What follows belongs to an exercise in optimizing a design on an open flow for small area; a production flow would make more cautious choices.
The RTL was checked by simulation tests, not by an equivalence proof against the original design.
Power figures rest on the tool's default switching activity, not on a simulated workload.

### flow/design.v
`timescale 1ns / 1ps
module lock_ctrl(
    input wire clk,
    input wire rst,
    input wire set_password,
    input wire enter,
    input wire test,
    input wire f2,             
    input wire [1:0] d,        
    input wire [2:0] dig,      
    output wire idle,          
    output wire [6:0] segs,    
    output reg  gled0,
    output reg  gled1,
    output reg  rled0,
    output reg  rled1,
    output reg  rled2
);
localparam S0 = 3'd0, S1 = 3'd1, S2 = 3'd2, S3 = 3'd3, S4 = 3'd4, S5 = 3'd5, S6 = 3'd6, IDLE = 3'd7;
reg [2:0] cur;
reg [2:0] nxt;
assign idle = (cur == IDLE);
reg [1:0] num7, num6, num5;
always @(posedge clk or posedge rst) begin
    if (rst) begin
        num7 <= 2'd0;
        num6 <= 2'd0;
        num5 <= 2'd0;
    end else if (set_password || test) begin
        num7 <= 2'd0;
        num6 <= 2'd0;
        num5 <= 2'd0;
    end else if ((cur == S1 || cur == S3) && f2) begin
        if (num7 == 2'd0)      num7 <= d;
        else if (num6 == 2'd0) num6 <= d;
        else if (num5 == 2'd0) num5 <= d;
    end
end
always @(posedge clk or posedge rst) begin
    if (rst) begin
        cur <= IDLE;
        nxt <= S0;
    end else begin
        cur <= nxt;
        case (cur)
            S0: if (set_password) nxt <= S1;
            S1: if (enter) nxt <= S2;
            S2: if (test) nxt <= S3;
            S3: if (enter) nxt <= S4;
            S4: if (gled1) nxt <= S5;
                else if (rled2) nxt <= S6;
                else if (test) nxt <= S3;
            S5: if (set_password) nxt <= S1;
            default: ;
        endcase
    end
end
reg flag0, flagf;
always @(posedge clk) begin
    flag0 <= (cur == S0) || (cur == S2) || (cur == S4) || (cur == S5);
    case (cur)
        S0: begin flagf <= 1'b0; gled0 <= 1'b0; end
        S1: gled0 <= 1'b0;
        S2: gled0 <= 1'b1;
        S6: flagf <= 1'b1;
        default: ;
    endcase
end
reg [1:0] pw7, pw6, pw5;
reg [1:0] scur, snxt;
reg [3:0] cnt;
reg flag;
always @(posedge clk or posedge rst) begin
    if (rst) begin
        gled1 <= 1'b0;
        rled0 <= 1'b0;
        rled1 <= 1'b0;
        rled2 <= 1'b0;
        flag  <= 1'b0;
    end else if (cur == S1) begin
        gled1 <= 1'b0;
        rled0 <= 1'b0;
        rled1 <= 1'b0;
        rled2 <= 1'b0;
    end else if (cur == S3) begin
        flag <= 1'b0;
    end else if (scur == 2'd3) begin
        gled1 <= 1'b1;
        rled0 <= 1'b0;
        rled1 <= 1'b0;
        rled2 <= 1'b0;
    end else if (cnt == 4'd10 && !flag) begin
        if (!rled0) begin
            rled0 <= 1'b1;
            flag  <= 1'b1;
        end else if (!rled1) begin
            rled1 <= 1'b1;
            flag  <= 1'b1;
        end else if (!rled2) begin
            rled2 <= 1'b1;
            flag  <= 1'b1;
        end
    end
end
always @(posedge clk or posedge rst) begin
    if (rst) begin
        pw7 <= 2'd0;
        pw6 <= 2'd0;
        pw5 <= 2'd0;
    end else if (cur == S2 && !test) begin
        pw7 <= num7;
        pw6 <= num6;
        pw5 <= num5;
    end
end
always @(posedge clk or posedge rst) begin
    if (rst) begin
        scur <= 2'd0;
        snxt <= 2'd0;
    end else begin
        scur <= snxt;
        if (cur == S1 || cur == S3)
            snxt <= 2'd0;
        else if (cur == S4)
            case (scur)
                2'd0: if (num7 == pw7) snxt <= 2'd1;
                2'd1: if (num6 == pw6) snxt <= 2'd2;
                2'd2: if (num5 == pw5) snxt <= 2'd3;
                default: ;
            endcase
    end
end
always @(posedge clk or posedge rst) begin
    if (rst)
        cnt <= 4'd0;
    else if (cur == S3)
        cnt <= 4'd0;
    else if (cur == S4 && cnt != 4'd10)
        cnt <= cnt + 4'd1;
end
reg [1:0] shown;
always @(*) begin
    if (dig == 3'd7)      shown = num7;
    else if (dig == 3'd6) shown = num6;
    else if (dig == 3'd5) shown = num5;
    else                  shown = 2'd0;
end
reg cc, cd, ce;
always @(posedge clk) begin
    if (flag0)
        {cc, cd, ce} <= 3'b000;
    else if (flagf)
        {cc, cd, ce} <= 3'b110;
    else
        case (shown)
            2'd0: {cc, cd, ce} <= 3'b111;
            2'd1: {cc, cd, ce} <= 3'b011;
            2'd2: {cc, cd, ce} <= 3'b100;
            default: {cc, cd, ce} <= 3'b001;
        endcase
end
wire ca = cd & ce;
wire cb = cc & cd;
wire cf = (cc ^ cd) | ce;
wire cg = ~(cd ^ ce) & ~(cc & ~cd);
assign segs = {cg, cf, ce, cd, cc, cb, ca};
endmodule
`timescale 1ns / 1ps
module top(
    input wire clk,
    input wire rst,
    input wire set_password,
    input wire enter,
    input wire test,
    input wire [3:0] row,
    output wire [3:0] col,
    output wire [7:0] led_en,
    output wire led_ca,
    output wire led_cb,
    output wire led_cc,
    output wire led_cd,
    output wire led_ce,
    output wire led_cf,
    output wire led_cg,
    output wire led_dp,
    output wire gled0,
    output wire gled1,
    output wire rled0,
    output wire rled1,
    output wire rled2
);
reg [7:0] c200;
reg [2:0] r5;
reg [2:0] dig;
wire f200 = c200[7] & c200[6] & c200[2] & c200[1] & c200[0];    
wire cnt_end = f200 & r5[2];                                     
always @(posedge clk or posedge rst) begin
    if (rst) begin
        c200 <= 8'd0;
        r5   <= 3'd0;
        dig  <= 3'd0;
    end else begin
        c200 <= f200 ? 8'd0 : c200 + 8'd1;
        if (f200) begin
            dig <= dig + 3'd1;
            r5  <= r5[2] ? 3'd0 : r5 + 3'd1;
        end
    end
end
wire [1:0] q = dig[1:0] - r5[1:0];
assign led_en = ~(8'd1 << dig);
wire idle;
assign col = idle ? 4'b1111 : ~(4'd1 << q);
reg [3:0] kh, km, kt;
reg f1, f2;
wire [3:0] pe = ~row & ~kh;                     
wire shift = cnt_end & (q != 2'd0);
wire fire = shift & pe[3] & ~pe[2] & ~pe[1] & ~pe[0];
always @(posedge clk or posedge rst) begin
    if (rst) begin
        kh <= 4'd0;
        km <= 4'd0;
        kt <= 4'd0;
        f1 <= 1'b0;
        f2 <= 1'b0;
    end else begin
        if (shift) begin
            kh <= km;
            km <= kt;
            kt <= ~row;
        end
        f1 <= fire;
        f2 <= f1;
    end
end
wire [1:0] d = {q[1], ~q[0]};
wire [6:0] segs;
lock_ctrl u_ctrl(
    .clk(clk), .rst(rst),
    .set_password(set_password), .enter(enter), .test(test),
    .f2(f2), .d(d), .dig(dig),
    .idle(idle), .segs(segs),
    .gled0(gled0), .gled1(gled1), .rled0(rled0), .rled1(rled1), .rled2(rled2)
);
assign {led_cg, led_cf, led_ce, led_cd, led_cc, led_cb, led_ca} = segs;
assign led_dp = 1'b1;
endmodule
### flow/flow/run.sh
#!/bin/bash
# Standard layout, with small port buffers and a clock tree without dummy loads.
set -euo pipefail
bash standard.sh \
  BUFFER_PORTS_ARGS="-buffer_cell sky130_fd_sc_hd__buf_1" \
  CTS_ARGS="-sink_clustering_enable -repair_clock_nets -dont_use_dummy_load -sink_clustering_size 30 -sink_clustering_max_diameter 100 -buf_list sky130_fd_sc_hd__clkbuf_4" \
  finish > make_finish.log 2>&1
### flow/standard.sh
#!/bin/bash
# synth_recipe.tcl (not shown) runs the flow's synth.tcl, then flattens the netlist and writes it again
# the make line also repeats each setting of config.mk as NAME=value (left out here)
make -C /OpenROAD-flow-scripts/flow DESIGN_CONFIG=/design/flow/config.mk WORK_HOME=/design/flow/orfs CLKGATE_MAP_FILE= SYNTH_SCRIPT=/design/flow/synth_recipe.tcl "${@:-finish}"
### flow/config.mk
export PLATFORM = sky130hd
export DESIGN_NAME = top
export DESIGN_NICKNAME = top
export VERILOG_FILES = /design/flow/design.v
export SDC_FILE = /design/flow/constraint.sdc
export NUM_CORES = 4
export LEC_CHECK = 0
export ABC_AREA = 1
export CAP_MARGIN = 20
export CORE_MARGIN = 2
export CORE_UTILIZATION = 40
export SLEW_MARGIN = 20
### flow/constraint.sdc
create_clock -name core_clock -period 10.0 [get_ports {clk}]
set_input_delay 2.0000 -clock core_clock [delete_from_list [all_inputs] [get_ports {clk}]]
set_output_delay 2.0000 -clock core_clock [all_outputs]
set_load 0.01 [all_outputs]
==> impl_metrics.env, run 1 <==
export IMPL_status="no timing/DRC/antenna violations"
export IMPL_io_buffers=32
export IMPL_drc=0
export IMPL_synth_async_reset_ratio=0.9077
export IMPL_hold_depth=0
export IMPL_rows=32
export IMPL_nNetsFinal=434
export IMPL_synth_ff_type="dfrtp_1"
export IMPL_syn2layout_area_growth_pct=9.116
export IMPL_cts_max_path_buffers=2
export IMPL_postCtsSetupRepairBufs=0
export IMPL_maxCapViolations=0
export IMPL_worstMarginPinSlew_ps=748.7
export IMPL_tns_ps=0
export IMPL_hp_class="reg2reg"
export IMPL_h_tree_depth=3
export IMPL_overflow=0
export IMPL_drtIter0Drc=119
export IMPL_fp_dieW_um=93.42
export IMPL_p_per_area_nw_per_um2=170.1
export IMPL_viasPerCell=4.737
export IMPL_max_slew_margin=0.5009
export IMPL_antenna_found_initial=0
export IMPL_power_leakage_nw=1.734
export IMPL_finalPower_w=0.0005937
export IMPL_synth_cell_types=35
export IMPL_numCtsBuffers=9
export IMPL_cts_num_sinks=65
export IMPL_finalHoldViolCount=0
export IMPL_synth_nets=394
export IMPL_synth_common_cells="78 x nand2_1, 56 x dfrtp_1, 56 x inv_1"
export IMPL_ys_ff_latch=65
export IMPL_cts_tree="built"
export IMPL_dpl_hpwl_mm=4.471
export IMPL_drtPass1Iterations=4
export IMPL_path_clk_slew_ps=80
export IMPL_cp_start_kind="flop"
export IMPL_yosysTopAreaCell="dfrtp_1"
export IMPL_ys_top_cells_by_area="dfrtp_1 44%, nand2_1 9.2%, ha_1 7.4%"
export IMPL_skew_ps=28.87
export IMPL_dp_cells=497
export IMPL_fillCellCount=750
export IMPL_num_io_pins=34
export IMPL_irDropWorstVdd_uv=95.71
export IMPL_avgSynthCellArea_um2=8.738
export IMPL_grt_pass1_vias=2353
export IMPL_fmax_mhz=249.6
export IMPL_insertion_delay_ps=420
export IMPL_synth_edf_count=2
export IMPL_gr_usage_all_layers=0.1575
export IMPL_finalSetupViolations=0
export IMPL_die_y_um=93.42
export IMPL_worst_path_max_fanout=4
export IMPL_grt_max_degree=60
export IMPL_grt_pass1_wl_mm=10.70
export IMPL_ctsHoldBuffers=0
export IMPL_synth_top_area_frac=0.4382
export IMPL_finish_utilization=0.4516
export IMPL_core_area_um2=7727
export IMPL_finalMaxSlewViolations=0
export IMPL_endpoint_kind="primary output"
export IMPL_crit_arrival_ps=2010
export IMPL_cts_root_buf="clkbuf_4"
export IMPL_die_area_um2=8726
export IMPL_rsz0062_at_grt="no"
export IMPL_yosysMostFrequentCell="nand2_1"
export IMPL_gp_congestion=0.7834
export IMPL_layout_drive_gt1_share=0.05941
export IMPL_r2r_cells=7
export IMPL_syn_inst=366
export IMPL_final_period_utilization=0.4007
export IMPL_yosysSeqAreaShare=0.5067
export IMPL_wirelength_mm=6.083
export IMPL_wl_per_cell_um=12.02
export IMPL_finish_cell_count_without_fillers=506
export IMPL_synth_warnings=2
export IMPL_hold_ws_ps=373.1
export IMPL_cts_resized=0
export IMPL_fin_crit_ps=4007
export IMPL_dr_total_vias=2397
export IMPL_antenna_cells=0
export IMPL_setup_worst_path_class="reg2out"
export IMPL_crit_required_ps=8000
export IMPL_synthesis_area_um2=3198
export IMPL_start_util=0.4139
export IMPL_ant_nets=0
-- cells in the final DEF (no fill, tap or decap), types with 2 or more instances in the layout --
cell type / count
nand2_1: 78
dfrtp_1: 56
inv_1: 55
o21ai_0: 39
buf_1: 32
nand3_1: 28
nor2_1: 19
ha_1: 19
a21oi_1: 17
clkbuf_4: 9
nor3_1: 7
o22ai_1: 7
nand4_1: 4
dfxtp_1: 4
nor3b_1: 3
dfstp_2: 3
nand3_2: 2
inv_2: 2
xor2_1: 2
nand2_4: 2
a31oi_1: 2
edfxtp_1: 2
-- area by class of cell --
type / instances / area [um^2] / share of cell area
Clock buffer: 9 / 67.56 / 0.01936
Inverter: 57 / 214.0 / 0.06131
Multi-Input combinational cell: 240 / 1333 / 0.3819
Sequential cell: 65 / 1620 / 0.4643
Tap cell: 102 / 127.6 / 0.03657
Timing Repair Buffer: 33 / 127.6 / 0.03657
-- per-layer routing --
metal	routed length [um]	GRT usage
met1	2925	0.2015
met2	2740	0.2506
met3	330	0.05641
met4	87	0.04779
met5	0	0
-- critical path: stages (launching register included) --
cell,delay [ps]
dfrtp_1,400
inv_1,150
ha_1,180
xor2_1,230
xor2_2,270
inv_1,130
nand3_1,80
buf_1,170
-- power breakdown --
| group | total (W) | internal [W] | leakage, nW | switching [W] |
|---|---|---|---|---|
| Combinational | 0.000144 | 0.0000473 | 0.866 | 0.0000962 |
| Clock | 0.000122 | 0.0000418 | 0.0414 | 0.0000805 |
| Sequential | 0.000328 | 0.000300 | 0.827 | 0.0000281 |
-- metrics by stage --
step           instance area (um^2)  worst slack [ps]
6_report                       3490              5993
5_1_grt                        3490              5751
4_1_cts                        3490              5960
3_5_place_dp                   3422              6412
3_3_place_gp                   3422              6469
2_1_floorplan                  3198              6549
-- state kept, by name, indices dropped and copies added (netlist names), 3 cells and up --
name	flops
u_ctrl.nxt	3
dig	3
kh	4
km	4
c200	8
kt	4
u_ctrl.cnt	4
r5	3
u_ctrl.cur	3
-- cells by family after synthesis --
| group | after synthesis | share of synthesized area |
|---|---|---|
| buffers and inverters | 61 | 0.07668 |
| flip-flops | 65 | 0.5067 |
| AO/OA/AOI/OAI | 68 | 0.1119 |
| adder cells (fa/ha/maj) | 19 | 0.07434 |
| XOR/XNOR | 4 | 0.01330 |
| other | 1 | 0.001173 |
| AND/OR/NAND/NOR | 148 | 0.2160 |
-- path summary, 6_finish.rpt --
| path | end | from | slack, ps |
|---|---|---|---|
| setup / recovery | col[3] | dig[0]$_DFFE_PP0N_ | 5990 |
| hold / removal | f2$_DFF_PP0_ | f1$_DFF_PP0_ | 370 |
| setup reg to reg | f1$_DFF_PP0_ | dig[0]$_DFFE_PP0N_ | 8250 |
| hold reg to reg | f2$_DFF_PP0_ | f1$_DFF_PP0_ | 370 |
| max in group asynchronous | u_ctrl.pw7[1]$_DFFE_PP0P_ | rst | 7710 |
| min in group asynchronous | kh[0]$_DFFE_PP0P_ | rst | 1740 |
==> run 2: changes to the inputs <==
==> flow/flow/run.sh (replaced) <==
#!/bin/bash
# Standard layout, with small port buffers and a clock tree without dummy loads.
set -euo pipefail
bash standard.sh \
  BUFFER_PORTS_ARGS="-buffer_cell sky130_fd_sc_hd__buf_1" \
  CTS_ARGS="-sink_clustering_enable -repair_clock_nets -dont_use_dummy_load -buf_list sky130_fd_sc_hd__clkbuf_4" \
  finish > make_finish.log 2>&1
==> run 2 against run 1 <==
  * Critical path depth unchanged
  * Sequential share of layout area unchanged
  * Combinational power about the same
  * Total power unchanged
  * Design area unchanged
  * Cell count unchanged
  * First-iteration DRC count unchanged
  * Register-to-register slack about the same
  * Worst setup slack unchanged
  * Sequential power about the same
  * Critical path type unchanged
==> impl_metrics.env, run 2 <==
export IMPL_synth_cell_types=35
export IMPL_ctsHoldBuffers=0
export IMPL_cts_root_buf="clkbuf_4"
export IMPL_ys_top_cells_by_area="dfrtp_1 44%, nand2_1 9.2%, ha_1 7.4%"
export IMPL_finalSetupViolations=0
export IMPL_fmax_mhz=249.6
export IMPL_viasPerCell=4.737
export IMPL_die_area_um2=8726
export IMPL_max_slew_margin=0.5009
export IMPL_io_buffers=32
export IMPL_synth_nets=394
export IMPL_fin_ws_ps=5993
export IMPL_synth_common_cells="78 x nand2_1, 56 x dfrtp_1, 56 x inv_1"
export IMPL_rows=32
export IMPL_hp_class="reg2reg"
export IMPL_seqCellArea_um2=1620
export IMPL_cts_max_path_buffers=2
export IMPL_syn_inst=366
export IMPL_grt_pass1_vias=2353
export IMPL_worstMarginPinSlew_ps=748.7
export IMPL_yosysTopAreaCell="dfrtp_1"
export IMPL_cp_start_kind="flop"
export IMPL_yosysSeqAreaShare=0.5067
export IMPL_synth_edf_count=2
export IMPL_syn2layout_area_growth_pct=9.116
export IMPL_final_cell_mix="78 x nand2_1, 56 x dfrtp_1, 55 x inv_1"
export IMPL_status="no timing/DRC/antenna violations"
export IMPL_p_per_area_nw_per_um2=170.1
export IMPL_grt_pass1_wl_mm=10.70
export IMPL_dr_total_vias=2397
export IMPL_insertion_delay_ps=420
export IMPL_avgSynthCellArea_um2=8.738
export IMPL_ys_ff_latch=65
export IMPL_core_area_um2=7727
export IMPL_multi_input_comb_area_um2=1333
export IMPL_fin_crit_ps=4007
export IMPL_skew_ps=28.87
export IMPL_tns_ps=0
export IMPL_finalHoldViolCount=0
export IMPL_largest_reg_flops=8
export IMPL_dpl_hpwl_mm=4.471
export IMPL_grt_max_degree=60
export IMPL_synth_async_reset_ratio=0.9077
export IMPL_synth_warnings=2
export IMPL_cts_num_sinks=65
export IMPL_crit_arrival_ps=2010
export IMPL_setup_worst_path_class="reg2out"
export IMPL_maxCapViolations=0
export IMPL_antenna_cells=0
export IMPL_die_y_um=93.42
export IMPL_cts_tree="built"
export IMPL_gp_congestion=0.7834
export IMPL_fillCellCount=750
export IMPL_synthesis_area_um2=3198
export IMPL_worst_path_max_fanout=4
export IMPL_wl_per_cell_um=12.02
export IMPL_rsz0062_at_grt="no"
export IMPL_drc=0
export IMPL_cts_resized=0
export IMPL_gr_usage_all_layers=0.1575
export IMPL_pre_cts_ws_ps=6412
export IMPL_numCtsBuffers=9
export IMPL_endpoint_kind="primary output"
export IMPL_final_period_utilization=0.4007
export IMPL_fp_dieW_um=93.42
export IMPL_ant_nets=0
export IMPL_antenna_found_initial=0
export IMPL_layout_drive_gt1_share=0.05941
export IMPL_top_register="c200"
export IMPL_synth_top_area_frac=0.4382
export IMPL_final_common_cell="nand2_1"
export IMPL_postCtsSetupRepairBufs=0
export IMPL_synth_ff_type="dfrtp_1"
export IMPL_finalMaxSlewViolations=0
export IMPL_drtIter0Drc=119
export IMPL_wirelength_mm=6.083
export IMPL_start_util=0.4139
export IMPL_num_io_pins=34
export IMPL_irDropWorstVdd_uv=95.71
export IMPL_path_clk_slew_ps=80
export IMPL_drtPass1Iterations=4
export IMPL_nNetsFinal=434
export IMPL_yosysMostFrequentCell="nand2_1"
export IMPL_hold_depth=0
export IMPL_overflow=0
export IMPL_r2r_cells=7
export IMPL_crit_required_ps=8000
export IMPL_power_leakage_nw=1.734
export IMPL_h_tree_depth=3
run 2: cell counts after synthesis:
No cell type changed its count.
run 2: worst paths after layout:
kind                                              to               start  slack, ps
max reg2reg                             f1$_DFF_PP0_  dig[0]$_DFFE_PP0N_       8250
min in group asynchronous          kh[0]$_DFFE_PP0P_                 rst       1740
max                                           col[3]  dig[0]$_DFFE_PP0N_       5990
min                                     f2$_DFF_PP0_        f1$_DFF_PP0_        370
min reg2reg                             f2$_DFF_PP0_        f1$_DFF_PP0_        370
max in group asynchronous  u_ctrl.pw7[1]$_DFFE_PP0P_                 rst       7710
run 2: routing by layer:
layer / vias to the layer above / GRT usage / part of all wire
met3: 11 / 0.05641 / 0.054
met2: 44 / 0.2506 / 0.45
li1: 1269 / - / -
met4: 0 / 0.04779 / 0.014
met1: 1073 / 0.2015 / 0.48
met5: - / 0 / 0
run 2: critical path, stage by stage (launching register included):
cell and delay (ps):
dfrtp_1 400, inv_1 150, ha_1 180, xor2_1 230, xor2_2 270, inv_1 130
nand3_1 80, buf_1 170
run 2: layout make-up:
class                      count  share of cell area
timing repair buffer          33             0.03657
multi-input combinational    240              0.3819
sequential                    65              0.4643
clock buffer                   9             0.01936
tap                          102             0.03657
inverter                      57             0.06131
run 2: cells by family after synthesis:
group           Yosys count  synth area share
simple gates            148            0.2160
xor+xnor                  4           0.01330
flops                    65            0.5067
buf+inv                  61           0.07668
compound gates           68            0.1119
other cells               1          0.001173
fa+ha+maj                19           0.07434
run 2: per-stage QoR:
stage | power [W] | utilization | hold slack [ps] | instance area, um^2 | instances
floorplan | 0.0004357 | - | 331.2 | 3198 | 366
global placement | 0.0004759 | 0.4428 | 351.5 | 3422 | 497
detailed placement | 0.0004773 | 0.4428 | 351.7 | 3422 | 497
CTS | 0.0006022 | 0.4516 | 380.1 | 3490 | 506
global route | 0.0006437 | 0.4516 | 387.9 | 3490 | 506
finish | 0.0005937 | 0.4516 | 373.1 | 3490 | 506
run 2: report_power, final:
part / switching (W) / internal, W / leakage, nW
Combinational: 0.0000962 / 0.0000473 / 0.866
Clock: 0.0000805 / 0.0000418 / 0.0414
Sequential: 0.0000281 / 0.000300 / 0.827
Total: 0.000205 / 0.000389 / 1.73
==> run 3: changes to the inputs <==
--- a/flow/design.v
+++ b/flow/design.v
@@ -69,38 +69,38 @@
 reg [1:0] pw7, pw6, pw5;
 reg [1:0] scur, snxt;
 reg [3:0] cnt;
-reg flag;
+wire cnt10 = (cnt == 4'd10);
+wire fail = cnt10 && !(cur == S1) && !(cur == S3) && !(scur == 2'd3) && !rled2;
 always @(posedge clk or posedge rst) begin
     if (rst) begin
         gled1 <= 1'b0;
         rled0 <= 1'b0;
         rled1 <= 1'b0;
         rled2 <= 1'b0;
-        flag  <= 1'b0;
     end else if (cur == S1) begin
         gled1 <= 1'b0;
         rled0 <= 1'b0;
         rled1 <= 1'b0;
         rled2 <= 1'b0;
     end else if (cur == S3) begin
-        flag <= 1'b0;
     end else if (scur == 2'd3) begin
         gled1 <= 1'b1;
         rled0 <= 1'b0;
         rled1 <= 1'b0;
         rled2 <= 1'b0;
-    end else if (cnt == 4'd10 && !flag) begin
-        if (!rled0) begin
-            rled0 <= 1'b1;
-            flag  <= 1'b1;
-        end else if (!rled1) begin
-            rled1 <= 1'b1;
-            flag  <= 1'b1;
-        end else if (!rled2) begin
-            rled2 <= 1'b1;
-            flag  <= 1'b1;
-        end
-    end
+    end else if (fail) begin
+        rled0 <= 1'b1;
+        rled1 <= rled0;
+        rled2 <= rled1;
+    end
+end
+always @(posedge clk or posedge rst) begin
+    if (rst)
+        cnt <= 4'd0;
+    else if (cur == S3)
+        cnt <= 4'd0;
+    else if ((cur == S4 && cnt < 4'd10) || fail)
+        cnt <= cnt + 4'd1;
 end
 always @(posedge clk or posedge rst) begin
     if (rst) begin
@@ -129,14 +129,6 @@
                 default: ;
             endcase
     end
-end
-always @(posedge clk or posedge rst) begin
-    if (rst)
-        cnt <= 4'd0;
-    else if (cur == S3)
-        cnt <= 4'd0;
-    else if (cur == S4 && cnt != 4'd10)
-        cnt <= cnt + 4'd1;
 end
 reg [1:0] shown;
 always @(*) begin
@@ -189,18 +181,22 @@
     output wire rled1,
     output wire rled2
 );
-reg [7:0] c200;
+reg [2:0] c8;
+reg [4:0] c25;
 reg [2:0] r5;
 reg [2:0] dig;
-wire f200 = c200[7] & c200[6] & c200[2] & c200[1] & c200[0];    
-wire cnt_end = f200 & r5[2];                                     
-always @(posedge clk or posedge rst) begin
-    if (rst) begin
-        c200 <= 8'd0;
+wire e8 = &c8;
+wire f200 = e8 & c25[4] & c25[3];                   
+wire cnt_end = f200 & r5[2];                        
+always @(posedge clk or posedge rst) begin
+    if (rst) begin
+        c8   <= 3'd0;
+        c25  <= 5'd0;
         r5   <= 3'd0;
         dig  <= 3'd0;
     end else begin
-        c200 <= f200 ? 8'd0 : c200 + 8'd1;
+        c8 <= c8 + 3'd1;
+        if (e8) c25 <= (c25[4] & c25[3]) ? 5'd0 : c25 + 5'd1;
         if (f200) begin
             dig <= dig + 3'd1;
             r5  <= r5[2] ? 3'd0 : r5 + 3'd1;
==> flow/flow/run.sh (replaced) <==
#!/bin/bash
# Own layout flow: the standard flow (standard.sh) with
#  - the combinational logic mapped by an area-oriented ABC script (flow/area.abc);
#    everything else in synthesis, registers included, is the standard synthesis,
#  - buf_1 cells as the port buffers,
#  - a clock tree of clkbuf_4 cells without dummy loads.
# Each tool's output goes to its log under orfs/logs; make's output to make_finish.log.
set -euo pipefail
W=$(pwd)
cat > "$W/own_synth.tcl" <<EOF2
proc abc {args} {
  set i [lsearch -exact \$args -script]
  lset args [expr {\$i + 1}] $W/flow/area.abc
  set j [lsearch -exact \$args -D]
  if {\$j >= 0} { lset args [expr {\$j + 1}] 100000 }
  yosys abc {*}\$args
}
source $W/synth_recipe.tcl
EOF2
bash standard.sh \
  SYNTH_SCRIPT="$W/own_synth.tcl" \
  BUFFER_PORTS_ARGS="-buffer_cell sky130_fd_sc_hd__buf_1" \
  CTS_ARGS="-sink_clustering_enable -repair_clock_nets -dont_use_dummy_load -buf_list sky130_fd_sc_hd__clkbuf_4" \
  finish > make_finish.log 2>&1
==> flow/flow/area.abc (new file) <==
strash
balance -l
resub -K 6 -l
rewrite -l
resub -K 6 -N 2 -l
refactor -l
resub -K 8 -l
balance -l
resub -K 8 -N 2 -l
rewrite -l
resub -K 10 -l
rewrite -z -l
resub -K 10 -N 2 -l
balance -l
resub -K 12 -l
refactor -z -l
resub -K 12 -N 2 -l
rewrite -z -l
balance -l
balance -l
resub -K 6 -l
rewrite -l
resub -K 6 -N 2 -l
refactor -l
resub -K 8 -l
balance -l
resub -K 8 -N 2 -l
rewrite -l
resub -K 10 -l
rewrite -z -l
resub -K 10 -N 2 -l
balance -l
resub -K 12 -l
refactor -z -l
resub -K 12 -N 2 -l
rewrite -z -l
balance -l
&get -n
&dch -f
&nf -R 1000
&put
--- a/flow/config.mk
+++ b/flow/config.mk
@@ -5,7 +5,6 @@
 export SDC_FILE = /design/flow/constraint.sdc
 export NUM_CORES = 4
 export LEC_CHECK = 0
-export ABC_AREA = 1
 export CAP_MARGIN = 20
 export CORE_MARGIN = 2
 export CORE_UTILIZATION = 40
==> run 3 against run 2 <==
  * Design area down 6.9%
  * Combinational power grew 13%
  * Critical path depth shrank 1
  * Highest routed layer unchanged
==> impl_metrics.env, run 3 <==
export IMPL_fin_ws_ps=5968
export IMPL_synth_ff_type="dfrtp_1"
export IMPL_layout_drive_gt1_share=0.04762
export IMPL_ys_top_cells_by_area="dfrtp_1 47%, ha_1 9.0%, a21oi_1 5.8%"
export IMPL_synth_cell_types=40
export IMPL_r2r_start="c8[0]$_DFF_PP0_"
export IMPL_ys_ff_latch=64
export IMPL_r2r_cells=7
export IMPL_antenna_found_initial=0
export IMPL_cts_resized=0
export IMPL_worstMarginPinSlew_ps=738.7
export IMPL_min_from="f1$_DFF_PP0_"
export IMPL_cts_root_buf="clkbuf_4"
export IMPL_overflow=0
export IMPL_drtPass1Iterations=4
export IMPL_holdPathEnd="f2$_DFF_PP0_"
export IMPL_path_clk_slew_ps=90
export IMPL_drc=0
export IMPL_synth_top_area_frac=0.4697
export IMPL_gr_usage_all_layers=0.1476
export IMPL_skew_ps=36.92
export IMPL_max_slew_margin=0.5065
export IMPL_syn_inst=273
export IMPL_ant_nets=0
export IMPL_cts_num_sinks=64
export IMPL_die_area_um2=8026
export IMPL_core_area_um2=7176
export IMPL_crit_required_ps=8000
export IMPL_grt_pass1_vias=1975
export IMPL_worst_path_max_fanout=5
export IMPL_p_per_area_nw_per_um2=192.0
export IMPL_finalSetupViolations=0
export IMPL_drtIter0Drc=92
export IMPL_die_y_um=89.59
export IMPL_final_cell_mix="55 x dfrtp_1, 34 x a21oi_1, 32 x buf_1"
export IMPL_top_register="c25"
export IMPL_synthesis_area_um2=2930
export IMPL_wl_per_cell_um=13.06
export IMPL_cts_tree="built"
export IMPL_antenna_cells=0
export IMPL_yosysMostFrequentCell="dfrtp_1"
export IMPL_finalMaxSlewViolations=0
export IMPL_finalHoldViolCount=0
export IMPL_crit_arrival_ps=2030
export IMPL_synth_edf_count=2
export IMPL_fin_crit_ps=4032
export IMPL_numCtsBuffers=9
export IMPL_grt_max_degree=59
export IMPL_yosysSeqAreaShare=0.5444
export IMPL_gp_congestion=0.8738
export IMPL_fmax_mhz=248.0
export IMPL_pre_cts_ws_ps=6394
export IMPL_viasPerCell=5.005
export IMPL_nNetsFinal=347
export IMPL_fillCellCount=697
export IMPL_num_io_pins=34
export IMPL_wirelength_mm=5.406
export IMPL_avgSynthCellArea_um2=10.73
export IMPL_largest_reg_flops=5
export IMPL_power_leakage_nw=1.545
export IMPL_yosysTopAreaCell="dfrtp_1"
export IMPL_synth_warnings=2
export IMPL_ctsHoldBuffers=0
export IMPL_finish_utilization=0.4528
export IMPL_cts_max_path_buffers=2
export IMPL_finalPower_w=0.0006240
export IMPL_start_util=0.4084
export IMPL_hp_class="reg2reg"
export IMPL_r2r_setup_slack_ps=7680
export IMPL_synth_async_reset_ratio=0.9063
export IMPL_synth_nets=303
export IMPL_insertion_delay_ps=400
export IMPL_rows=31
export IMPL_tns_ps=0
export IMPL_syn2layout_area_growth_pct=10.89
export IMPL_hold_depth=0
export IMPL_cp_start_kind="flop"
export IMPL_fp_dieW_um=89.59
export IMPL_final_period_utilization=0.4032
export IMPL_dpl_hpwl_mm=3.933
export IMPL_rsz0062_at_grt="no"
export IMPL_grt_pass1_wl_mm=9.018
export IMPL_io_buffers=32
export IMPL_maxCapViolations=0
export IMPL_setup_worst_path_class="reg2out"
export IMPL_endpoint_kind="primary output"
export IMPL_irDropWorstVdd_uv=59.74
export IMPL_postCtsSetupRepairBufs=0
export IMPL_timing_rr_end="km[2]$_DFFE_PP0P_"
export IMPL_final_common_cell="dfrtp_1"
export IMPL_dr_total_vias=2072
export IMPL_synth_common_cells="55 x dfrtp_1, 34 x a21oi_1, 28 x nor2_1"
export IMPL_h_tree_depth=3
export IMPL_status="no timing/DRC/antenna violations"
run 3: cell count changes after synthesis, moves of 17 or more:
cell and delta:
nand2_1 -59, inv_1 -56, o21ai_0 -24, nand3_1 -21, clkinv_1 +18, a21oi_1 +17
run 3: kinds of logic (layout without fill, tap and decap cells):
family / after synthesis / after routing / synth area share
AOI/OAI and AO/OA: 70 / 70 / 0.1413
buffers and inverters: 19 / 61 / 0.02562
other: 1 / 1 / 0.001280
and+or+nand+nor: 74 / 74 / 0.1149
adders and majority gates: 21 / 21 / 0.08967
muxes: 13 / 13 / 0.04996
xor gates and xnor gates: 11 / 11 / 0.03288
DFF: 64 / 64 / 0.5444
run 3: cell type report:
class,count,area (um^2),share of cell area
well taps,99,123.9,0.03812
inverters,18,67.56,0.02079
multi-input cells,190,1260,0.3878
repair buffers,34,135.1,0.04159
clock buffers,9,67.56,0.02079
flip-flops and latches,64,1595,0.4910
run 3: worst max path at each step:
stage | startpoint | to | slack [ps] | depth (start not counted)
6_report | dig[0]$_DFFE_PP0N_ | col[2] | 5970 | 6
5_1_grt | dig[0]$_DFFE_PP0N_ | col[2] | 5760 | 6
4_1_cts | dig[0]$_DFFE_PP0N_ | col[2] | 5940 | 6
3_3_place_gp | dig[0]$_DFFE_PP0N_ | col[2] | 6440 | 6
2_1_floorplan | dig[0]$_DFFE_PP0N_ | col[2] | 6630 | 5
3_5_place_dp | dig[0]$_DFFE_PP0N_ | col[2] | 6390 | 6
run 3: report_power, final:
group	switching (W)	internal [W]
Combinational	0.0000996	0.0000627
Sequential	0.0000411	0.000302
Clock	0.0000763	0.0000418
run 3: worst max-delay path, stage by stage, from the launching register on:
cell and delay [ps]:
dfrtp_1 390, clkinv_1 160, ha_1 230, xor2_1 250, xor2_1 360, nand3_1 120, buf_1 140
run 3: routing by layer:
layer	share of wire	vias to the layer above	track usage	wire, um
met5	0	-	0	0
met4	0.024	0	0.08412	131
met3	0.030	13	0.02834	160
met2	0.45	41	0.2360	2459
met1	0.49	975	0.1873	2654
li1	-	1043	-	-
run 3: metrics by stage:
stage / hold slack, ps / area (um^2) / cells
after floorplan: 331.2 / 2930 / 273
after global placement: 333.1 / 3182 / 405
after detailed placement: 337.8 / 3182 / 405
after CTS: 359.6 / 3249 / 414
after global routing: 377.7 / 3249 / 414
final: 356.3 / 3249 / 414
==> run 4: changes to the inputs <==
--- a/flow/design.v
+++ b/flow/design.v
@@ -16,17 +16,13 @@
     output reg  rled1,
     output reg  rled2
 );
-localparam S0 = 3'd0, S1 = 3'd1, S2 = 3'd2, S3 = 3'd3, S4 = 3'd4, S5 = 3'd5, S6 = 3'd6, IDLE = 3'd7;
+localparam S0 = 3'd4, S1 = 3'd2, S2 = 3'd3, S3 = 3'd5, S4 = 3'd7, S5 = 3'd1, S6 = 3'd0, IDLE = 3'd6;
 reg [2:0] cur;
 reg [2:0] nxt;
 assign idle = (cur == IDLE);
 reg [1:0] num7, num6, num5;
-always @(posedge clk or posedge rst) begin
-    if (rst) begin
-        num7 <= 2'd0;
-        num6 <= 2'd0;
-        num5 <= 2'd0;
-    end else if (set_password || test) begin
+always @(posedge clk) begin
+    if (rst || set_password || test) begin
         num7 <= 2'd0;
         num6 <= 2'd0;
         num5 <= 2'd0;
@@ -37,11 +33,15 @@
     end
 end
 always @(posedge clk or posedge rst) begin
-    if (rst) begin
+    if (rst)
         cur <= IDLE;
+    else
+        cur <= nxt;
+end
+always @(posedge clk or posedge rst) begin
+    if (rst)
         nxt <= S0;
-    end else begin
-        cur <= nxt;
+    else begin
         case (cur)
             S0: if (set_password) nxt <= S1;
             S1: if (enter) nxt <= S2;
@@ -94,10 +94,8 @@
         rled2 <= rled1;
     end
 end
-always @(posedge clk or posedge rst) begin
-    if (rst)
-        cnt <= 4'd0;
-    else if (cur == S3)
+always @(posedge clk) begin
+    if (rst || cur == S3)
         cnt <= 4'd0;
     else if ((cur == S4 && cnt < 4'd10) || fail)
         cnt <= cnt + 4'd1;
@@ -114,11 +112,13 @@
     end
 end
 always @(posedge clk or posedge rst) begin
-    if (rst) begin
-        scur <= 2'd0;
+    if (rst) scur <= 2'd0;
+    else scur <= snxt;
+end
+always @(posedge clk) begin
+    if (rst) begin
         snxt <= 2'd0;
     end else begin
-        scur <= snxt;
         if (cur == S1 || cur == S3)
             snxt <= 2'd0;
         else if (cur == S4)
@@ -188,19 +188,22 @@
 wire e8 = &c8;
 wire f200 = e8 & c25[4] & c25[3];                   
 wire cnt_end = f200 & r5[2];                        
-always @(posedge clk or posedge rst) begin
-    if (rst) begin
-        c8   <= 3'd0;
-        c25  <= 5'd0;
+always @(posedge clk) begin
+    if (rst) begin
+        c8  <= 3'd0;
+        c25 <= 5'd0;
+    end else begin
+        c8 <= c8 + 3'd1;
+        c25 <= (c25[4] & c25[3]) ? 5'd0 : c25 + 5'd1;
+    end
+end
+always @(posedge clk or posedge rst) begin
+    if (rst) begin
         r5   <= 3'd0;
         dig  <= 3'd0;
-    end else begin
-        c8 <= c8 + 3'd1;
-        if (e8) c25 <= (c25[4] & c25[3]) ? 5'd0 : c25 + 5'd1;
-        if (f200) begin
-            dig <= dig + 3'd1;
-            r5  <= r5[2] ? 3'd0 : r5 + 3'd1;
-        end
+    end else if (f200) begin
+        dig <= dig + 3'd1;
+        r5  <= r5[2] ? 3'd0 : r5 + 3'd1;
     end
 end
 wire [1:0] q = dig[1:0] - r5[1:0];
@@ -208,26 +211,30 @@
 wire idle;
 assign col = idle ? 4'b1111 : ~(4'd1 << q);
 reg [3:0] kh, km, kt;
+reg lap;
 reg f1, f2;
-wire [3:0] pe = ~row & ~kh;                     
+wire [3:0] pe = ~row & ~(kh & {4{lap}});        
 wire shift = cnt_end & (q != 2'd0);
 wire fire = shift & pe[3] & ~pe[2] & ~pe[1] & ~pe[0];
-always @(posedge clk or posedge rst) begin
-    if (rst) begin
-        kh <= 4'd0;
-        km <= 4'd0;
-        kt <= 4'd0;
-        f1 <= 1'b0;
-        f2 <= 1'b0;
-    end else begin
-        if (shift) begin
-            kh <= km;
-            km <= kt;
-            kt <= ~row;
-        end
-        f1 <= fire;
-        f2 <= f1;
-    end
+always @(posedge clk) begin
+    if (shift) begin
+        kh <= km;
+        km <= kt;
+        kt <= ~row;
+    end
+end
+always @(posedge clk) begin
+    if (rst)
+        lap <= 1'b0;
+    else if (cnt_end && q == 2'd3)
+        lap <= 1'b1;
+end
+always @(posedge clk) begin
+    f1 <= fire & ~rst;
+end
+always @(posedge clk or posedge rst) begin
+    if (rst) f2 <= 1'b0;
+    else f2 <= f1;
 end
 wire [1:0] d = {q[1], ~q[0]};
 wire [6:0] segs;
==> run 4 against run 3 <==
  * Routed wire length shrank 8.1%
  * Non-clock buffer count shrank 1
  * Cell count shrank 3.9%
  * Sequential power shrank 21%
  * Count of clock-buffer cells in the layout is the same
  * First-iteration DRC count shrank 26%
  * Clock power is essentially flat
  * Hold slack lost 25 ps
  * Critical path depth grew 1
  * Worst setup slack lost 38 ps
  * Synthesized area shrank 4.7%
  * Fmax shrank 0.93%
  * Critical endpoint is now col[1]
  * Largest power group unchanged
==> impl_metrics.env, run 4 <==
export IMPL_dpl_hpwl_mm=3.654
export IMPL_cts_max_path_buffers=2
export IMPL_yosysMostFrequentCell="nor2_1"
export IMPL_r2r_start="u_ctrl.cur[1]$_DFF_PP1_"
export IMPL_setup_worst_path_class="reg2out"
export IMPL_ys_top_cells_by_area="dfrtp_1 20%, dfxtp_1 19%, edfxtp_1 15%"
export IMPL_final_cell_mix="37 x nor2_1, 32 x buf_1, 26 x dfxtp_1"
export IMPL_timing_rr_end="u_ctrl.cnt[2]$_SDFFE_PP0P_"
export IMPL_syn2layout_area_growth_pct=11.15
export IMPL_synth_async_reset_ratio=0.3846
export IMPL_final_period_utilization=0.4070
export IMPL_synth_ff_type="dfxtp_1"
export IMPL_power_leakage_nw=1.335
export IMPL_viasPerCell=4.892
export IMPL_drtPass1Iterations=4
export IMPL_status="no timing/DRC/antenna violations"
export IMPL_finalSetupViolations=0
export IMPL_grt_pass1_vias=1705
export IMPL_layout_drive_gt1_share=0.04636
export IMPL_cts_root_buf="clkbuf_4"
export IMPL_holdPathEnd="u_ctrl.scur[1]$_DFF_PP0_"
export IMPL_cts_num_sinks=65
export IMPL_wl_per_cell_um=12.48
export IMPL_dr_total_vias=1947
export IMPL_die_y_um=87.58
export IMPL_ctsHoldBuffers=0
export IMPL_fin_crit_ps=4070
export IMPL_drtIter0Drc=68
export IMPL_num_io_pins=34
export IMPL_top_register="c25"
export IMPL_final_common_cell="nor2_1"
export IMPL_start_util=0.4112
export IMPL_grt_max_degree=16
export IMPL_cp_start_kind="flop"
export IMPL_die_area_um2=7669
export IMPL_gp_congestion=0.7857
export IMPL_r2r_setup_slack_ps=7430
export IMPL_irDropWorstVdd_uv=92.27
export IMPL_antenna_cells=0
export IMPL_avgSynthCellArea_um2=10.70
export IMPL_cts_tree="built"
export IMPL_crit_arrival_ps=2070
export IMPL_hold_depth=0
export IMPL_h_tree_depth=3
export IMPL_max_slew_margin=0.4424
export IMPL_cts_resized=0
export IMPL_ys_ff_latch=65
export IMPL_synthesis_area_um2=2794
export IMPL_nNetsFinal=334
export IMPL_syn_inst=261
export IMPL_skew_ps=24.21
export IMPL_io_buffers=32
export IMPL_yosysTopAreaCell="dfrtp_1"
export IMPL_wirelength_mm=4.969
export IMPL_synth_nets=291
export IMPL_synth_edf_count=14
export IMPL_synth_warnings=2
export IMPL_endpoint_kind="primary output"
export IMPL_tns_ps=0
export IMPL_antenna_found_initial=0
export IMPL_rsz0062_at_grt="no"
export IMPL_synth_top_area_frac=0.1970
export IMPL_rows=30
export IMPL_maxCapViolations=0
export IMPL_finish_cell_count_without_fillers=398
export IMPL_path_clk_slew_ps=100
export IMPL_postCtsSetupRepairBufs=0
export IMPL_grt_pass1_wl_mm=7.976
export IMPL_synth_common_cells="37 x nor2_1, 26 x dfxtp_1, 24 x a21oi_1"
export IMPL_hp_class="reg2reg"
export IMPL_ant_nets=0
export IMPL_r2r_cells=6
export IMPL_dp_cells=389
export IMPL_largest_reg_flops=5
export IMPL_finalHoldViolCount=0
export IMPL_overflow=0
export IMPL_core_area_um2=6794
export IMPL_finalPower_w=0.0004029
export IMPL_numCtsBuffers=9
export IMPL_drc=0
export IMPL_worstMarginPinSlew_ps=830.0
export IMPL_crit_required_ps=8000
export IMPL_yosysSeqAreaShare=0.5620
export IMPL_gr_usage_all_layers=0.1395
export IMPL_insertion_delay_ps=410
export IMPL_min_from="u_ctrl.snxt[1]$_SDFFE_PP0P_"
export IMPL_p_per_area_nw_per_um2=129.7
export IMPL_fmax_mhz=245.7
export IMPL_fp_dieW_um=87.58
export IMPL_finalMaxSlewViolations=0
export IMPL_worst_path_max_fanout=5
export IMPL_synth_cell_types=37
[run 4: final cells by class]
class                      count  area [um^2]
clock buffer                   9        67.56
fill                         664         3689
multi-input combinational    180         1164
timing repair buffer          33        127.6
sequential                    65         1570
tap                           96        120.1
inverter                      15        56.30
[run 4: critical path, cell delays in order, from the launching register on]
cell      delay [ps]
dfrtp_1          390
clkinv_1         170
ha_1             230
xor2_1           230
xor2_1           370
nor2_1            70
nand2_1           80
buf_1            150
[run 4: power breakdown]
part	switching, W	internal [W]
combinational	0.00000660	0.00000343
sequential	0.00000142	0.000271
clock	0.0000791	0.0000417
total	0.0000872	0.000316
[run 4: how the worst max path moves through the flow]
stage                       startpoint  slack [ps]  depth (start not counted)     end
floorplan           dig[0]$_DFFE_PP0N_        6630                          5  col[2]
global placement    dig[0]$_DFFE_PP0N_        6380                          7  col[1]
detailed placement  dig[0]$_DFFE_PP0N_        6320                          7  col[1]
CTS                 dig[0]$_DFFE_PP0N_        5860                          7  col[1]
global route        dig[0]$_DFFE_PP0N_        5630                          7  col[1]
finish              dig[0]$_DFFE_PP0N_        5930                          7  col[1]
[run 4: per-stage QoR]
step                      hold WS (ps)  instance area, um^2  utilization  worst slack [ps]
after global routing             355.7                 3105       0.4571              5629
final                            331.1                 3105       0.4571              5930
after global placement           333.6                 3034       0.4466              6383
after floorplan                  316.3                 2794            -              6627
after detailed placement         337.7                 3034       0.4466              6323
after CTS                        335.6                 3102       0.4565              5863
[run 4: cell families after synthesis]
| logic type | synth area share |
|---|---|
| AOI/OAI and AO/OA | 0.1084 |
| xor gates and xnor gates | 0.04075 |
| adders and majority gates | 0.09404 |
| buffers and inverters | 0.02284 |
| DFF | 0.5620 |
| muxes | 0.02776 |
| other | 0.001342 |
| and+or+nand+nor | 0.1429 |
[run 4: per-layer routing]
layer / GRT usage / routed length, um / up-vias
li1: - / - / 998
met1: 0.1841 / 2440 / 913
met2: 0.2025 / 2277 / 28
met3: 0.04713 / 164 / 8
met4: 0.07552 / 86 / 0
met5: 0 / 0 / -
==> run 5: changes to the inputs <==
--- a/flow/flow/run.sh
+++ b/flow/flow/run.sh
@@ -1,7 +1,9 @@
 #!/bin/bash
 # Own layout flow: the standard flow (standard.sh) with
-#  - the combinational logic mapped by an area-oriented ABC script (flow/area.abc);
-#    everything else in synthesis, registers included, is the standard synthesis,
+#  - synthesis as standard (same script, same registers), except that the
+#    combinational logic is not pre-mapped to half/full adder cells
+#    (extract_fa skipped) and is mapped by an area-oriented ABC script
+#    (flow/area.abc) instead of the speed script,
 #  - buf_1 cells as the port buffers,
 #  - a clock tree of clkbuf_4 cells without dummy loads.
 # Each tool's output goes to its log under orfs/logs; make's output to make_finish.log.
@@ -15,6 +17,7 @@
   if {\$j >= 0} { lset args [expr {\$j + 1}] 100000 }
   yosys abc {*}\$args
 }
+proc extract_fa {args} { puts "own flow: extract_fa skipped" }
 source $W/synth_recipe.tcl
 EOF2
 bash standard.sh \
==> run 5 against run 4 <==
  * Routed wire length is 0.62% lower
  * Die area is 5.4% lower
  * Via count is 2.5% lower
  * Global-route usage is 1.0 points higher
  * Synthesized cell count is 3.8% lower
  * Combinational power is 8% lower
  * Cell count is 7.3% lower
  * Non-clock buffer count stayed put
  * Sequential share of layout area is 3.2 points higher
  * Critical path depth is 2 lower
  * Critical path type unchanged
  * Critical endpoint is now col[2]
  * Largest power group unchanged
==> impl_metrics.env, run 5 <==
export IMPL_synth_ff_type="dfxtp_1"
export IMPL_fin_crit_ps=4001
export IMPL_largest_reg_flops=5
export IMPL_irDropWorstVdd_uv=100.8
export IMPL_cp_top_family="flip-flops"
export IMPL_p_per_area_nw_per_um2=137.0
export IMPL_worst_path_max_fanout=15
export IMPL_ys_ff_latch=65
export IMPL_yosysSeqAreaShare=0.5954
export IMPL_drtIter0Drc=75
export IMPL_grt_max_degree=17
export IMPL_synth_edf_count=14
export IMPL_die_area_um2=7259
export IMPL_postCtsSetupRepairBufs=0
export IMPL_antenna_found_initial=0
export IMPL_cts_tree="built"
export IMPL_die_y_um=85.20
export IMPL_tns_ps=0
export IMPL_syn2layout_area_growth_pct=10.77
export IMPL_rows=29
export IMPL_finalHoldViolCount=0
export IMPL_synth_async_reset_ratio=0.3846
export IMPL_grt_pass1_vias=1850
export IMPL_skew_ps=30.30
export IMPL_cts_num_sinks=65
export IMPL_final_common_cell="nor2_1"
export IMPL_wl_per_cell_um=13.38
export IMPL_hp_class="reg2reg"
export IMPL_critPathMaxStageDelay_ps=540
export IMPL_finish_cell_count_without_fillers=369
export IMPL_finalPower_w=0.0004004
export IMPL_antenna_cells=0
export IMPL_yosysTopAreaCell="dfrtp_1"
export IMPL_finalMaxSlewViolations=0
export IMPL_gp_congestion=0.7865
export IMPL_max_slew_margin=0.3575
export IMPL_final_cell_mix="38 x nor2_1, 32 x buf_1, 26 x dfxtp_1"
export IMPL_numCtsBuffers=9
export IMPL_drtPass1Iterations=4
export IMPL_dpl_hpwl_mm=3.607
export IMPL_h_tree_depth=3
export IMPL_power_leakage_nw=1.172
export IMPL_syn_inst=251
export IMPL_top_register="c25"
export IMPL_pre_cts_ws_ps=6421
export IMPL_yosysMostFrequentCell="nor2_1"
export IMPL_fp_dieW_um=85.20
export IMPL_insertion_delay_ps=390
export IMPL_core_area_um2=6350
export IMPL_cp_start_kind="flop"
export IMPL_drc=0
export IMPL_final_period_utilization=0.4001
export IMPL_wirelength_mm=4.938
export IMPL_synth_top_area_frac=0.2087
export IMPL_endpoint_kind="primary output"
export IMPL_cts_resized=0
export IMPL_start_util=0.4154
export IMPL_slowest_stage="dfrtp_1"
export IMPL_rsz0062_at_grt="no"
export IMPL_synthesis_area_um2=2638
export IMPL_ant_nets=0
export IMPL_crit_required_ps=8000
export IMPL_cp_num_buf_inv=1
export IMPL_num_io_pins=34
export IMPL_overflow=0
export IMPL_finish_utilization=0.4601
export IMPL_grt_pass1_wl_mm=8.521
export IMPL_layout_drive_gt1_share=0.04452
export IMPL_ys_top_cells_by_area="dfrtp_1 21%, dfxtp_1 20%, edfxtp_1 16%"
export IMPL_viasPerCell=5.144
export IMPL_worstPathCellList="nand2b_1 -> xnor2_1 -> and2_0 -> nand2_1 -> buf_1"
export IMPL_dr_total_vias=1898
export IMPL_nNetsFinal=303
export IMPL_io_buffers=32
export IMPL_synth_cell_types=41
export IMPL_gr_usage_all_layers=0.1498
export IMPL_path_clk_slew_ps=100
export IMPL_ctsHoldBuffers=0
export IMPL_maxCapViolations=0
export IMPL_synth_warnings=2
export IMPL_dp_cells=360
export IMPL_finalSetupViolations=0
export IMPL_synth_nets=260
export IMPL_cts_max_path_buffers=2
export IMPL_avgSynthCellArea_um2=10.51
export IMPL_cts_root_buf="clkbuf_4"
export IMPL_setup_worst_path_class="reg2out"
export IMPL_status="no timing/DRC/antenna violations"
export IMPL_fin_ws_ps=5999
export IMPL_crit_arrival_ps=2000
export IMPL_worstMarginPinSlew_ps=960.2
export IMPL_synth_common_cells="38 x nor2_1, 26 x dfxtp_1, 22 x a21oi_1, 22 x dfrtp_1, 17 x nand2_1"
export IMPL_fmax_mhz=249.9
==> run 5: final timing paths <==
kind,startpoint,endpoint,slack [ps],cells after the start
max in group asynchronous,rst,u_ctrl.pw5[0]$_DFFE_PP0P_,7750,3
worst min-delay path,f1$_DFF_P_,f2$_DFF_PP0_,340,0
worst min register to register,f1$_DFF_P_,f2$_DFF_PP0_,340,0
worst max-delay path,dig[0]$_DFFE_PP0N_,col[2],6000,5
worst max register to register,c8[0]$_SDFF_PP0_,km[1]$_DFFE_PN_,7570,4
min in group asynchronous,rst,u_ctrl.nxt[1]$_DFFE_PP0P_,1670,2
==> run 5: routing by layer <==
metal	routed length, um	vias to the layer above	global-route usage
li1	-	974	-
met1	2414	877	0.1931
met4	84	0	0.06782
met2	2241	39	0.2315
met5	0	-	0
met3	198	8	0.04669
==> run 5: logic make-up (layout without fill, tap and decap cells) <==
logic type | count (synthesis) | count (layout) | share of synthesized area
and+or+nand+nor | 102 | 102 | 0.1921
muxes | 5 | 5 | 0.02135
DFF | 65 | 65 | 0.5954
buffers and inverters | 12 | 53 | 0.01850
AOI/OAI and AO/OA | 50 | 50 | 0.1181
xor gates and xnor gates | 16 | 16 | 0.05313
other | 1 | 1 | 0.001422
==> run 5: power breakdown <==
group	switching [W]	internal [W]	total (W)
sequential	0.00000165	0.000270	0.000272
combinational	0.00000616	0.00000309	0.00000925
clock	0.0000773	0.0000418	0.000119
total	0.0000851	0.000315	0.000400
==> run 5: per-stage QoR <==
step                hold slack, ps  instance area [um^2]
finish                       337.0                  2922
global route                 347.3                  2922
CTS                          338.1                  2922
detailed placement           324.7                  2854
global placement             318.3                  2854
floorplan                    316.3                  2638
==> run 5: worst reg2reg max path, delay by kind of cell (launching register included) <==
family	cells	cell delay [ps]
flip-flops	1	400
AND/OR/NAND/NOR	4	1640
==> run 5: area by class of cell <==
class,instances,area [um^2]
Sequential cell,65,1570
Fill cell,616,3428
Clock buffer,9,67.56
Multi-Input combinational cell,174,1018
Tap cell,77,96.34
Timing Repair Buffer,33,127.6
Inverter,11,41.29
==> run 6: changes to the inputs <==
--- a/flow/design.v
+++ b/flow/design.v
@@ -67,10 +67,10 @@
     endcase
 end
 reg [1:0] pw7, pw6, pw5;
-reg [1:0] scur, snxt;
+reg [1:0] scur, snxt;      
 reg [3:0] cnt;
 wire cnt10 = (cnt == 4'd10);
-wire fail = cnt10 && !(cur == S1) && !(cur == S3) && !(scur == 2'd3) && !rled2;
+wire fail = cnt10 && !(cur == S1) && !(cur == S3) && !(scur == 2'd2) && !rled2;
 always @(posedge clk or posedge rst) begin
     if (rst) begin
         gled1 <= 1'b0;
@@ -83,7 +83,7 @@
         rled1 <= 1'b0;
         rled2 <= 1'b0;
     end else if (cur == S3) begin
-    end else if (scur == 2'd3) begin
+    end else if (scur == 2'd2) begin
         gled1 <= 1'b1;
         rled0 <= 1'b0;
         rled1 <= 1'b0;
@@ -124,8 +124,8 @@
         else if (cur == S4)
             case (scur)
                 2'd0: if (num7 == pw7) snxt <= 2'd1;
-                2'd1: if (num6 == pw6) snxt <= 2'd2;
-                2'd2: if (num5 == pw5) snxt <= 2'd3;
+                2'd1: if (num6 == pw6) snxt <= 2'd3;
+                2'd3: if (num5 == pw5) snxt <= 2'd2;
                 default: ;
             endcase
     end
--- a/flow/flow/area.abc
+++ b/flow/flow/area.abc
@@ -39,3 +39,47 @@
 &dch -f
 &nf -R 1000
 &put
+balance -l
+resub -K 6 -l
+rewrite -l
+resub -K 6 -N 2 -l
+refactor -l
+resub -K 8 -l
+balance -l
+resub -K 8 -N 2 -l
+rewrite -l
+resub -K 10 -l
+rewrite -z -l
+resub -K 10 -N 2 -l
+balance -l
+resub -K 12 -l
+refactor -z -l
+resub -K 12 -N 2 -l
+rewrite -z -l
+balance -l
+balance -l
+resub -K 6 -l
+rewrite -l
+resub -K 6 -N 2 -l
+refactor -l
+resub -K 8 -l
+balance -l
+resub -K 8 -N 2 -l
+rewrite -l
+resub -K 10 -l
+rewrite -z -l
+resub -K 10 -N 2 -l
+balance -l
+resub -K 12 -l
+refactor -z -l
+resub -K 12 -N 2 -l
+rewrite -z -l
+balance -l
+&get -n
+&dch -f
+&nf -R 1000
+&put
+&get -n
+&dch -f
+&nf -R 1000
+&put
==> run 6 against run 5 <==
  * Highest routed layer unchanged
  * First-iteration DRC count rose by 9.3%
  * Still clean
  * Combinational power up 11%
  * Sequential cell count did not move
  * Global-route usage shrank 0.19 points
==> impl_metrics.env, run 6 <==
export IMPL_grt_pass1_vias=1725
export IMPL_synthesis_area_um2=2614
export IMPL_finish_utilization=0.4567
export IMPL_hp_class="reg2reg"
export IMPL_worst_path_max_fanout=15
export IMPL_synth_cell_types=40
export IMPL_insertion_delay_ps=400
export IMPL_dr_total_vias=1866
export IMPL_layout_drive_gt1_share=0.04762
export IMPL_power_leakage_nw=1.179
export IMPL_fp_dieW_um=84.84
export IMPL_largest_reg_flops=5
export IMPL_slowest_stage="dfrtp_1"
export IMPL_overflow=0
export IMPL_top_register="c25"
export IMPL_cts_num_sinks=65
export IMPL_ys_top_cells_by_area="dfrtp_1 21%, dfxtp_1 20%, edfxtp_1 16%"
export IMPL_yosysTopAreaCell="dfrtp_1"
export IMPL_hold_depth=0
export IMPL_cts_root_buf="clkbuf_4"
export IMPL_final_period_utilization=0.4013
export IMPL_cts_resized=0
export IMPL_grt_pass1_wl_mm=8.224
export IMPL_h_tree_depth=3
export IMPL_syn2layout_area_growth_pct=10.96
export IMPL_path_clk_slew_ps=110
export IMPL_gp_congestion=0.8260
export IMPL_synth_async_reset_ratio=0.3846
export IMPL_cp_start_kind="flop"
export IMPL_worstMarginPinSlew_ps=939.3
export IMPL_yosysMostFrequentCell="nor2_1"
export IMPL_wl_per_cell_um=13.13
export IMPL_setup_worst_path_class="reg2out"
export IMPL_synth_nets=262
export IMPL_viasPerCell=5.030
export IMPL_start_util=0.4116
export IMPL_cp_top_family="flip-flops"
export IMPL_endpoint_kind="primary output"
export IMPL_timing_rr_end="u_ctrl.num5[0]$_SDFFE_PP0P_"
export IMPL_drc=0
export IMPL_critPathMaxStageDelay_ps=540
export IMPL_antenna_cells=0
export IMPL_r2r_setup_slack_ps=7750
export IMPL_num_io_pins=34
export IMPL_cp_num_buf_inv=1
export IMPL_synth_edf_count=14
export IMPL_rows=29
export IMPL_ctsHoldBuffers=0
export IMPL_globalRouteMet3Util=0.04767
export IMPL_finalSetupViolations=0
export IMPL_drtPass1Iterations=6
export IMPL_crit_required_ps=8000
export IMPL_p_per_area_nw_per_um2=138.9
export IMPL_die_area_um2=7197
export IMPL_final_cell_mix="43 x nor2_1, 32 x buf_1, 26 x dfxtp_1"
export IMPL_irDropWorstVdd_uv=109.0
export IMPL_synth_top_area_frac=0.2106
export IMPL_avgSynthCellArea_um2=10.33
export IMPL_fin_crit_ps=4013
export IMPL_numCtsBuffers=9
export IMPL_r2r_start="u_ctrl.cur[1]$_DFF_PP1_"
export IMPL_drtIter0Drc=82
export IMPL_gr_usage_all_layers=0.1479
export IMPL_ant_nets=0
export IMPL_cts_max_path_buffers=2
export IMPL_synth_warnings=2
export IMPL_antenna_found_initial=0
export IMPL_io_buffers=32
export IMPL_maxCapViolations=0
export IMPL_ys_ff_latch=65
export IMPL_worstPathCellList="nand2b_1 -> xnor2_1 -> and2_0 -> nand2_1 -> buf_1"
export IMPL_synth_common_cells="43 x nor2_1, 26 x dfxtp_1, 24 x nand2_1"
export IMPL_postCtsSetupRepairBufs=0
export IMPL_critical_path_depth=5
export IMPL_core_area_um2=6350
export IMPL_final_common_cell="nor2_1"
export IMPL_synth_ff_type="dfxtp_1"
export IMPL_met2_usage=0.2062
export IMPL_cts_tree="built"
export IMPL_cp_endpoint="col[2]"
export IMPL_yosysSeqAreaShare=0.6008
export IMPL_startpoint="dig[0]$_DFFE_PP0N_"
export IMPL_finalPower_w=0.0004028
export IMPL_grt_busiest_layer="met1"
export IMPL_dpl_hpwl_mm=3.523
export IMPL_max_slew_margin=0.3690
export IMPL_fmax_mhz=249.2
export IMPL_finalMaxSlewViolations=0
export IMPL_skew_ps=31.67
export IMPL_met1_usage=0.2117
export IMPL_finalHoldViolCount=0
export IMPL_r2r_cells=7
export IMPL_tns_ps=0
export IMPL_rsz0062_at_grt="no"
export IMPL_crit_arrival_ps=2010
export IMPL_wirelength_mm=4.870
export IMPL_syn_inst=253
export IMPL_die_y_um=84.84
export IMPL_status="no timing/DRC/antenna violations"
export IMPL_grt_max_degree=20
export IMPL_nNetsFinal=305
run 6: final cells by class:
cell class | instances | area, um^2
Fill cell | 616 | 3450
Sequential cell | 65 | 1570
Multi-Input combinational cell | 177 | 1001
Timing Repair Buffer | 33 | 127.6
Tap cell | 77 | 96.34
Clock buffer | 9 | 67.56
Inverter | 10 | 37.54
run 6: logic make-up after synthesis:
family                    share of synthesized area
AOI/OAI and AO/OA                            0.1005
DFF                                          0.6008
muxes                                       0.02968
and+or+nand+nor                              0.1967
xor gates and xnor gates                    0.05362
buffers and inverters                       0.01724
other                                      0.001435
run 6: worst min path at each step:
stage / from / endpoint / slack (ps)
floorplan: f1$_DFF_P_ / f2$_DFF_PP0_ / 320
global placement: f1$_DFF_P_ / f2$_DFF_PP0_ / 320
detailed placement: f1$_DFF_P_ / f2$_DFF_PP0_ / 320
finish: u_ctrl.snxt[0]$_SDFFE_PP0P_ / u_ctrl.scur[0]$_DFF_PP0_ / 330
global route: u_ctrl.snxt[0]$_SDFFE_PP0P_ / u_ctrl.scur[0]$_DFF_PP0_ / 330
CTS: u_ctrl.snxt[0]$_SDFFE_PP0P_ / u_ctrl.scur[0]$_DFF_PP0_ / 330
run 6: metal layers:
metal / vias up / wire [um]
met3: 9 / 194
met5: - / 0
met2: 32 / 2090
met4: 0 / 82
met1: 863 / 2503
li1: 962 / -
run 6: stage by stage:
step / std cells / hold slack, ps / worst slack (ps) / area [um^2]
finish: 371 / 325.9 / 5987 / 2900
detailed placement: 362 / 321.0 / 6379 / 2830
global route: 371 / 328.8 / 5792 / 2900
CTS: 371 / 326.3 / 5955 / 2898
floorplan: 253 / 316.3 / 6702 / 2614
global placement: 362 / 316.6 / 6417 / 2830
run 6: where the power goes:
part           switching (W)  total [W]  internal [W]
registers         0.00000214   0.000273      0.000271
clock network      0.0000777   0.000119     0.0000418
logic             0.00000671  0.0000103    0.00000363
total              0.0000865   0.000403      0.000316

==> separate check: timing with driven ports <==
The flow's constraints put no driver on any port. The routed layouts listed below were extracted and timed again, unchanged, in two steps. Step 1, drivers: a clkbuf_16 drives clk and a buf_2 each remaining input, both assumed. Step 2, shift: input delay + t, output delay - t, t = (earliest + latest rising clock arrival at the registers) / 2. This alone moves slack from input paths to output paths. Slacks: no drivers / after step 1 / after step 2; pairs: no drivers / after step 1.
run | shift t [ns] | setup WS [ns] | hold slack, ns | latest minus earliest clock arrival (ns) | worst slew at a driven data input, ns
run 1 | 0.426 | 5.993 / 5.966 / 6.392 | 0.373 / 0.373 / 0.373 | 0.035 / 0.034 | 0.03
run 2 | 0.426 | 5.993 / 5.966 / 6.392 | 0.373 / 0.373 / 0.373 | 0.035 / 0.034 | 0.03
run 3 | 0.407 | 5.968 / 5.940 / 6.348 | 0.356 / 0.356 / 0.356 | 0.038 / 0.037 | 0.03
run 4 | 0.421 | 5.930 / 5.907 / 6.328 | 0.331 / 0.331 / 0.331 | 0.025 / 0.024 | 0.03
run 5 | 0.408 | 5.999 / 5.973 / 6.381 | 0.337 / 0.337 / 0.337 | 0.039 / 0.039 | 0.03
run 6 | 0.411 | 5.987 / 5.963 / 6.374 | 0.326 / 0.326 / 0.326 | 0.031 / 0.032 | 0.03
After both steps setup and hold are still met in every run listed.
